This is an optimization exercise on Yosys and OpenROAD, whose aim is small area and a short achievable clock period, not a production implementation. No activity file was given, so power comes from the tool's default toggle rates.

Design MAC, start of the top module:
module MAC(clk, reset, X, Y, reg_Pro);
  input clk, reset;
  input [7:0] X;
  input [7:0] Y;
  output reg [15:0] reg_Pro;
  wire p00_d = ~(X[0] & Y[0]);
  wire p01_d = ~(X[0] & Y[1]);
  wire p02_d = ~(X[0] & Y[2]);
  wire p03_d = ~(X[0] & Y[3]);
  wire p04_d = ~(X[0] & Y[4]);
  wire p05_d = ~(X[0] & Y[5]);
  wire p06_d = ~(X[0] & Y[6]);
  wire p07_d = ~(X[0] & Y[7]);
  wire p10_d = ~(X[1] & Y[0]);
  wire p11_d = ~(X[1] & Y[1]);
  wire p12_d = ~(X[1] & Y[2]);
  wire p13_d = ~(X[1] & Y[3]);
  wire p14_d = ~(X[1] & Y[4]);
  wire p15_d = ~(X[1] & Y[5]);
  wire p16_d = ~(X[1] & Y[6]);
  wire p17_d = ~(X[1] & Y[7]);
  wire p20_d = ~(X[2] & Y[0]);
  wire p21_d = ~(X[2] & Y[1]);
  wire p22_d = ~(X[2] & Y[2]);
  wire p23_d = ~(X[2] & Y[3]);
  wire p24_d = ~(X[2] & Y[4]);
  wire p25_d = ~(X[2] & Y[5]);
  wire p26_d = ~(X[2] & Y[6]);
  wire p27_d = ~(X[2] & Y[7]);
  wire p30_d = ~(X[3] & Y[0]);
  wire p31_d = ~(X[3] & Y[1]);
  wire p32_d = ~(X[3] & Y[2]);
  ...
export LEC_CHECK = 0
export CAP_MARGIN = 20
export CORE_MARGIN = 2
export CORE_UTILIZATION = 40
export SETUP_SLACK_MARGIN = 2.85
export SLEW_MARGIN = 20
export SYNTH_HIERARCHICAL = 1
export SYNTH_MINIMUM_KEEP_SIZE = 0
create_clock -name core_clock -period 5.5 [get_ports {clk}]
standard.sh (not shown) runs the stock make flow with config.mk's settings and CLKGATE_MAP_FILE= SYNTH_SCRIPT=/design/flow/synth_recipe.tcl, a recipe that flattens the netlist after the stock synthesis.
==> flow/flow/run.sh <==
#!/bin/bash
# The standard layout (standard.sh) with two changes:
#  - the port buffers that placement inserts start as the smallest buffer;
#  - after the standard synthesis, combinational cells that abc sized up are set back to
#    drive strength 1 (same function and pins), before floorplan; the flow's repair steps
#    size up again the ones that need it. Registers are not touched.
set -euo pipefail
RES=$PWD/orfs/results/$FLOW_PLATFORM/MAC/base
ARGS=("BUFFER_PORTS_ARGS=-buffer_cell sky130_fd_sc_hd__buf_1")
bash standard.sh "${ARGS[@]}" $RES/1_2_yosys.v > synth.log 2>&1
python3 flow/downsize.py $RES/1_2_yosys.v > downsize.log 2>&1
bash standard.sh "${ARGS[@]}" finish > layout.log 2>&1
==> flow/flow/downsize.py <==
# Set abc-upsized combinational cells of the synthesized netlist back to drive strength 1.
import re,sys,collections
path=sys.argv[1]
lib=open('/OpenROAD-flow-scripts/flow/platforms/sky130hd/lib/sky130_fd_sc_hd__tt_025C_1v80.lib').read()
cells=set(re.findall(r'cell \("(sky130_fd_sc_hd__\w+)"\)',lib))
KEEP=('df','dl','sdf','edf','conb','clk','tap','fill','decap','diode','buf','inv','lpflow','probe','ebuf','einv','mux2i')
v=open(path).read()
cnt=collections.Counter()
def sub(m):
    name,base,size=m.group(0),m.group(1),m.group(2)
    short=base.replace('sky130_fd_sc_hd__','')
    if size=='1' or any(short.startswith(k) for k in KEEP): return name
    new='%s_1'%base
    if new not in cells: return name
    cnt[name+' -> '+new]+=1
    return new
v2=re.sub(r'\b(sky130_fd_sc_hd__[a-z0-9]+)_(\d+)\b(?=\s+\S+\s*\()',sub,v)
open(path,'w').write(v2)
for k,n in sorted(cnt.items()): print(n,k)
The starting point ran to the end with no violations.
==> next run, changes <==
--- a/flow/design.v
+++ b/flow/design.v
@@ -436,59 +436,59 @@
   wire [15:4] row2 = {1'b0,~c42,~c41,~c40,~c39,~c38,~c37,~c36,~c35,~c34,~c33,~c32};
   wire [3:0] dg1 = row1[7:4] & row2[7:4];
   wire [3:0] dt1 = row1[7:4] | row2[7:4];
   wire d1 = dg1[3] | (dt1[3] & dg1[2]) | (dt1[3] & dt1[2] & dg1[1]) | (dt1[3] & dt1[2] & dt1[1] & dg1[0]);
   wire [3:0] dg2 = row1[11:8] & row2[11:8];
   wire [3:0] dt2 = row1[11:8] | row2[11:8];
   wire d2 = dg2[3] | (dt2[3] & dg2[2]) | (dt2[3] & dt2[2] & dg2[1]) | (dt2[3] & dt2[2] & dt2[1] & dg2[0]);
   wire [15:4] cs_s, cs_c;
   wire cs_sn4, cs_cn4;
-  fullAdder u_cs4(~reg_Pro[4], s33, c32, cs_sn4, cs_cn4);
+  fullAdderF u_cs4(s33, c32, ~reg_Pro[4], cs_sn4, cs_cn4);
   assign cs_s[4] = ~cs_sn4;
   assign cs_c[4] = ~cs_cn4;
   wire cs_sn5, cs_cn5;
-  fullAdder u_cs5(~reg_Pro[5], s34, c33, cs_sn5, cs_cn5);
+  fullAdderF u_cs5(s34, c33, ~reg_Pro[5], cs_sn5, cs_cn5);
   assign cs_s[5] = ~cs_sn5;
   assign cs_c[5] = ~cs_cn5;
   wire cs_sn6, cs_cn6;
-  fullAdder u_cs6(~reg_Pro[6], s35, c34, cs_sn6, cs_cn6);
+  fullAdderF u_cs6(s35, c34, ~reg_Pro[6], cs_sn6, cs_cn6);
   assign cs_s[6] = ~cs_sn6;
   assign cs_c[6] = ~cs_cn6;
   wire cs_sn7, cs_cn7;
-  fullAdder u_cs7(~reg_Pro[7], s36, c35, cs_sn7, cs_cn7);
+  fullAdderF u_cs7(s36, c35, ~reg_Pro[7], cs_sn7, cs_cn7);
   assign cs_s[7] = ~cs_sn7;
   assign cs_c[7] = ~cs_cn7;
   wire cs_sn8, cs_cn8;
-  fullAdder u_cs8(~reg_Pro[8], s37, c36, cs_sn8, cs_cn8);
+  fullAdderF u_cs8(s37, c36, ~reg_Pro[8], cs_sn8, cs_cn8);
   assign cs_s[8] = ~cs_sn8;
   assign cs_c[8] = ~cs_cn8;
   wire cs_sn9, cs_cn9;
-  fullAdder u_cs9(~reg_Pro[9], s38, c37, cs_sn9, cs_cn9);
+  fullAdderF u_cs9(s38, c37, ~reg_Pro[9], cs_sn9, cs_cn9);
   assign cs_s[9] = ~cs_sn9;
   assign cs_c[9] = ~cs_cn9;
   wire cs_sn10, cs_cn10;
-  fullAdder u_cs10(~reg_Pro[10], s39, c38, cs_sn10, cs_cn10);
+  fullAdderF u_cs10(s39, c38, ~reg_Pro[10], cs_sn10, cs_cn10);
   assign cs_s[10] = ~cs_sn10;
   assign cs_c[10] = ~cs_cn10;
   wire cs_sn11, cs_cn11;
-  fullAdder u_cs11(~reg_Pro[11], s40, c39, cs_sn11, cs_cn11);
+  fullAdderF u_cs11(s40, c39, ~reg_Pro[11], cs_sn11, cs_cn11);
   assign cs_s[11] = ~cs_sn11;
   assign cs_c[11] = ~cs_cn11;
   wire cs_sn12, cs_cn12;
-  fullAdder u_cs12(~reg_Pro[12], s41, c40, cs_sn12, cs_cn12);
+  fullAdderF u_cs12(s41, c40, ~reg_Pro[12], cs_sn12, cs_cn12);
   assign cs_s[12] = ~cs_sn12;
   assign cs_c[12] = ~cs_cn12;
   wire cs_sn13, cs_cn13;
-  fullAdder u_cs13(~reg_Pro[13], s42, c41, cs_sn13, cs_cn13);
+  fullAdderF u_cs13(s42, c41, ~reg_Pro[13], cs_sn13, cs_cn13);
   assign cs_s[13] = ~cs_sn13;
   assign cs_c[13] = ~cs_cn13;
   wire cs_sn14, cs_cn14;
-  fullAdder u_cs14(~reg_Pro[14], p77, c42, cs_sn14, cs_cn14);
+  fullAdderF u_cs14(p77, c42, ~reg_Pro[14], cs_sn14, cs_cn14);
   assign cs_s[14] = ~cs_sn14;
   assign cs_c[14] = ~cs_cn14;
   assign cs_s[15] = reg_Pro[15];
   assign cs_c[15] = 1'b0;
   wire cs_sn15 = ~reg_Pro[15];
   wire cs_cn15 = 1'b1;
   wire gv1 = cs_c[7] & ~d1;
   wire pv1 = cs_c[7] | ~d1;
   wire gv2 = cs_c[11] & ~d2;
- wire length came out higher by about 3.6%
- combinational power is about the same
- cell count is higher by 4.6%
- worst setup slack degrades by 0.0031 ns
- total power increases by 2.4%
- cell area is higher by about 2.5%
- via count climbs by 4.7%
- critical path depth is unchanged
- global-route usage came out lower by 0.18 points
- die area is higher by 2.5%
- sequential power came out higher by about 1%
- register-to-register slack improves by 0.03 ns
No run of this note included a check of the RTL's function; only the layout flow was run.

[re-timing with driven ports]
How much do the figures lean on ideal ports? The routed layouts below were timed once more, with nothing changed but the port constraints. Step 1, drivers: a clkbuf_16 drives clk and a buf_2 each remaining input, both assumed. Step 2 times the ports against the registers' clock, not the clock port: input delays grow and output delays shrink by t, the midpoint of the rising clock arrivals with the driver on. a / b / c = ideal ports / drivers / drivers and shift; a / b = the first two.
run | t, ns | setup slack, ns | hold WS [ns] | worst register clock-pin slew, ns | worst slew at a driven data input, ns
the first run | 0.314 | 2.954 / 2.962 / 2.648 | 0.575 / 0.575 / 0.575 | 0.08 / 0.08 | 0.03
the second run | 0.308 | 2.951 / 2.957 / 2.649 | 0.576 / 0.576 / 0.576 | 0.08 / 0.08 | 0.03
After both steps every run listed still meets setup and hold. The setup slack of the first run, which loses most, moves by +0.008 ns with the drivers and by -0.306 ns with both steps.
